Context: an optimization exercise on an open-source flow, tuned for small area, a short achievable clock period and few clock cycles per item. The choices shown serve that exercise and are no tape-out recipe. No activity file was given, so power comes from the tool's default toggle rates.

==> run D: inputs <==
Design non_restoring_divider, start of the top module:
module non_restoring_divider #(
    parameter DATA_WIDTH = 32
) (
    input  logic                    clk_i,
    input  logic                    clk_en_i,
    input  logic                    rst_n_i,
    input  logic [DATA_WIDTH - 1:0] dividend_i,
    input  logic [DATA_WIDTH - 1:0] divisor_i,
    input  logic                    data_valid_i,
    output logic [DATA_WIDTH - 1:0] quotient_o,
    output logic [DATA_WIDTH - 1:0] remainder_o,
    output logic                    divide_by_zero_o,
    output logic                    data_valid_o,
    output logic                    idle_o
);
==> module non_restoring_divider, before the edit <==
module non_restoring_divider #(
    parameter DATA_WIDTH = 32
) (
    input  logic                    clk_i,
    input  logic                    clk_en_i,
    input  logic                    rst_n_i,
    input  logic [DATA_WIDTH - 1:0] dividend_i,
    input  logic [DATA_WIDTH - 1:0] divisor_i,
    input  logic                    data_valid_i,
    output logic [DATA_WIDTH - 1:0] quotient_o,
    output logic [DATA_WIDTH - 1:0] remainder_o,
    output logic                    divide_by_zero_o,
    output logic                    data_valid_o,
    output logic                    idle_o
);
    logic [31:0] divisor_q, rem_q, quo_q;
    logic [3:0]  cnt_q;
    logic        busy_q, valid_q, dbz_q;
    logic [1:0] skip;
    always_comb begin
        if      (|divisor_i[31:24]) skip = 2'd3;
        else if (|divisor_i[23:16]) skip = 2'd2;
        else if (|divisor_i[15:8])  skip = 2'd1;
        else                        skip = 2'd0;
    end
    logic [63:0] init;
    assign init = {32'b0, dividend_i} << {skip, 3'b000};
    logic [32:0] trial1, diff1, trial2, diff2;
    logic        borrow1, borrow2;
    logic [31:0] rem1;
    assign trial1 = {rem_q, quo_q[31]};
    assign {borrow1, diff1} = {1'b0, trial1} - {2'b00, divisor_q};
    assign rem1 = borrow1 ? trial1[31:0] : diff1[31:0];
    assign trial2 = {rem1, quo_q[30]};
    assign {borrow2, diff2} = {1'b0, trial2} - {2'b00, divisor_q};
    logic start;
    assign start = !busy_q && data_valid_i;
    always_ff @(posedge clk_i) begin
        if (!rst_n_i) begin
            busy_q  <= 1'b0;
            valid_q <= 1'b0;
        end else if (clk_en_i) begin
            valid_q <= busy_q && (cnt_q == 4'd0);
            if (busy_q)
                busy_q <= (cnt_q != 4'd0);
            else
                busy_q <= data_valid_i;
        end
    end
    always_ff @(posedge clk_i) begin
        if (clk_en_i) begin
            if (start) begin
                divisor_q      <= divisor_i;
                {rem_q, quo_q} <= init;
                cnt_q          <= {~skip, 2'b11};
                dbz_q          <= (divisor_i == 32'b0);
            end else if (busy_q) begin
                rem_q <= borrow2 ? trial2[31:0] : diff2[31:0];
                quo_q <= {quo_q[29:0], !borrow1, !borrow2};
                cnt_q <= cnt_q - 4'd1;
            end
        end
    end
    assign quotient_o       = quo_q;
    assign remainder_o      = rem_q;
    assign divide_by_zero_o = dbz_q;
    assign data_valid_o     = valid_q;
    assign idle_o           = !busy_q;
endmodule
export LEC_CHECK = 0
export CAP_MARGIN = 20
export CORE_MARGIN = 2
export CORE_UTILIZATION = 40
export CTS_BUF_LIST = sky130_fd_sc_hd__clkbuf_8
export SETUP_SLACK_MARGIN = 1.0
export SLEW_MARGIN = 20
create_clock -name core_clock -period 6.0 [get_ports {clk_i}]
standard.sh (not shown) runs the stock make flow with config.mk's settings and CLKGATE_MAP_FILE= SYNTH_SCRIPT=/design/flow/synth_recipe.tcl, a recipe that flattens the netlist after the stock synthesis.
==> flow/flow/run.sh <==
#!/bin/bash
# Standard ORFS layout (the standard.sh), with small buffers on the
# ports instead of the default delay-cell buffers (repair may still upsize
# them). ORFS writes each step's log under orfs/logs; make's own output goes
# to standard.log here.
set -euo pipefail
export BUFFER_PORTS_ARGS="-buffer_cell sky130_fd_sc_hd__buf_1"

bash standard.sh > standard.log 2>&1
==> run Y: changes against run D <==
--- a/flow/design.v
+++ b/flow/design.v
@@ -14,7 +14,7 @@
     output logic                    idle_o
 );
     logic [31:0] divisor_q, rem_q, quo_q;
-    logic [3:0]  cnt_q;
+    logic [4:0]  cnt_q;
     logic        busy_q, valid_q, dbz_q;
     logic [1:0] skip;
     always_comb begin
@@ -25,14 +25,38 @@
     end
     logic [63:0] init;
     assign init = {32'b0, dividend_i} << {skip, 3'b000};
-    logic [32:0] trial1, diff1, trial2, diff2;
-    logic        borrow1, borrow2;
-    logic [31:0] rem1;
-    assign trial1 = {rem_q, quo_q[31]};
-    assign {borrow1, diff1} = {1'b0, trial1} - {2'b00, divisor_q};
-    assign rem1 = borrow1 ? trial1[31:0] : diff1[31:0];
-    assign trial2 = {rem1, quo_q[30]};
-    assign {borrow2, diff2} = {1'b0, trial2} - {2'b00, divisor_q};
+    logic [32:0] trial;
+    logic [32:0] diff;
+    logic        borrow;
+    assign trial = {rem_q, quo_q[31]};
+    logic [33:0] g, p, gc, pc;
+    logic [32:0] dv;
+    assign dv = {1'b0, divisor_q};
+    always_comb begin
+        g[0] = 1'b1;
+        p[0] = 1'b0;
+        for (int i = 0; i < 33; i++) begin
+            g[i+1] = trial[i] & ~dv[i];
+            p[i+1] = ~(trial[i] ^ dv[i]);
+        end
+        gc = g;
+        pc = p;
+        for (int l = 0; l < 6; l++)
+            for (int i = 0; i < 34; i++)
+                if (((i + 1) % (2 << l)) == 0) begin
+                    gc[i] = gc[i] | (pc[i] & gc[i - (1 << l)]);
+                    pc[i] = pc[i] & pc[i - (1 << l)];
+                end
+        for (int l = 4; l >= 0; l--)
+            for (int i = 0; i < 34; i++)
+                if (((i + 1) % (2 << l)) == (1 << l) && i >= (2 << l)) begin
+                    gc[i] = gc[i] | (pc[i] & gc[i - (1 << l)]);
+                    pc[i] = pc[i] & pc[i - (1 << l)];
+                end
+        for (int i = 0; i < 33; i++)
+            diff[i] = p[i+1] ^ gc[i];
+        borrow = ~gc[33];
+    end
     logic start;
     assign start = !busy_q && data_valid_i;
     always_ff @(posedge clk_i) begin
@@ -40,24 +64,24 @@
             busy_q  <= 1'b0;
             valid_q <= 1'b0;
         end else if (clk_en_i) begin
-            valid_q <= busy_q && (cnt_q == 4'd0);
+            valid_q <= busy_q && (cnt_q == 5'd0);
             if (busy_q)
-                busy_q <= (cnt_q != 4'd0);
+                busy_q <= (cnt_q != 5'd0);
             else
                 busy_q <= data_valid_i;
         end
     end
     always_ff @(posedge clk_i) begin
         if (clk_en_i) begin
-            if (start) begin
+            if (!busy_q) begin
                 divisor_q      <= divisor_i;
                 {rem_q, quo_q} <= init;
-                cnt_q          <= {~skip, 2'b11};
+                cnt_q          <= {~skip, 3'b111};
                 dbz_q          <= (divisor_i == 32'b0);
             end else if (busy_q) begin
-                rem_q <= borrow2 ? trial2[31:0] : diff2[31:0];
-                quo_q <= {quo_q[29:0], !borrow1, !borrow2};
-                cnt_q <= cnt_q - 4'd1;
+                rem_q <= borrow ? trial[31:0] : diff[31:0];
+                quo_q <= {quo_q[30:0], !borrow};
+                cnt_q <= cnt_q - 5'd1;
             end
         end
     end
--- a/flow/config.mk
+++ b/flow/config.mk
@@ -9,5 +9,5 @@
 export CORE_MARGIN = 2
 export CORE_UTILIZATION = 40
 export CTS_BUF_LIST = sky130_fd_sc_hd__clkbuf_8
-export SETUP_SLACK_MARGIN = 1.0
+export SETUP_SLACK_MARGIN = 2.7
 export SLEW_MARGIN = 20
==> run summary <==
quantity	run D	run Y
Tap cell count	270	216
Number of distinct library cell variants in the gate-level netlist after synthesis	74	56
Tightest hold margin	0.500 ns	0.568 ns
Start point of the critical path	rem_q[18]	divisor_i[13]
Share of the synthesized area in compound gates (AO/OA/AOI/OAI)	22.7%	17.0%
Result of the run	complete, no violations	complete, no violations
Met3 global-route usage	4.14%	4.98%
Cell Pwr Density	720 nW/µm²	241 nW/µm²
CP peak stage delay	0.46 ns	0.61 ns
Detail Placement HPWL	19.7 mm	14.2 mm
Worst Setup Slack, final	0.879 ns	2.75 ns
Relative area of clock buffers and inverters in the final design	2.02%	3.21%
Global-route wire length before repair	41.2 mm	29.6 mm
Worst path slowest cell	sky130_fd_sc_hd__edfxtp_1	sky130_fd_sc_hd__or4_1
Start point of the worst hold path	valid_q	quo_q[25]
Routed met3 length	1.80 mm	1.33 mm
Largest fanout of any net on the critical path	8	31
Length of the first detailed-routing pass in iterations	5	6
Required arrival time at the worst endpoint	6.12 ns	6.14 ns
Non-clock inverter count	52	41
NetSw	0.00359 W	0.000570 W
No run of this note included a check of the RTL's function; only the layout flow was run.

## what the ideal ports hide
Ports are ideal in the flow. The routed layouts listed here were re-timed in OpenROAD.
Step 1 (the two cells are an assumption about what drives the block):
set clk [get_ports {clk_i}]
set_driving_cell -lib_cell sky130_fd_sc_hd__clkbuf_16 $clk
set_driving_cell -lib_cell sky130_fd_sc_hd__buf_2 [delete_from_list [all_inputs] $clk]
Step 2 moves the port delays by t, midway between the first and last clock arrival at a register: inputs arrive t later, outputs are due t later. That takes back most of the time a late clock gives input paths.
Three values: ideal, step 1, step 2; two values: the first two.
run	t, ns	slack for setup (ns)	slew at the worst register clock pin (ns)	worst data-port slew with drivers (ns)	cell pins on the clock port's net
run D	0.437	0.879 / 0.879 / 0.879	0.12 / 0.12	0.04	1
run Y	0.428	2.747 / 2.761 / 2.333	0.11 / 0.11	0.06	1
After both steps setup and hold are still met in every run listed. For run Y, which loses most, drivers alone change the setup slack by +0.014 ns; drivers and shift together by -0.414 ns.
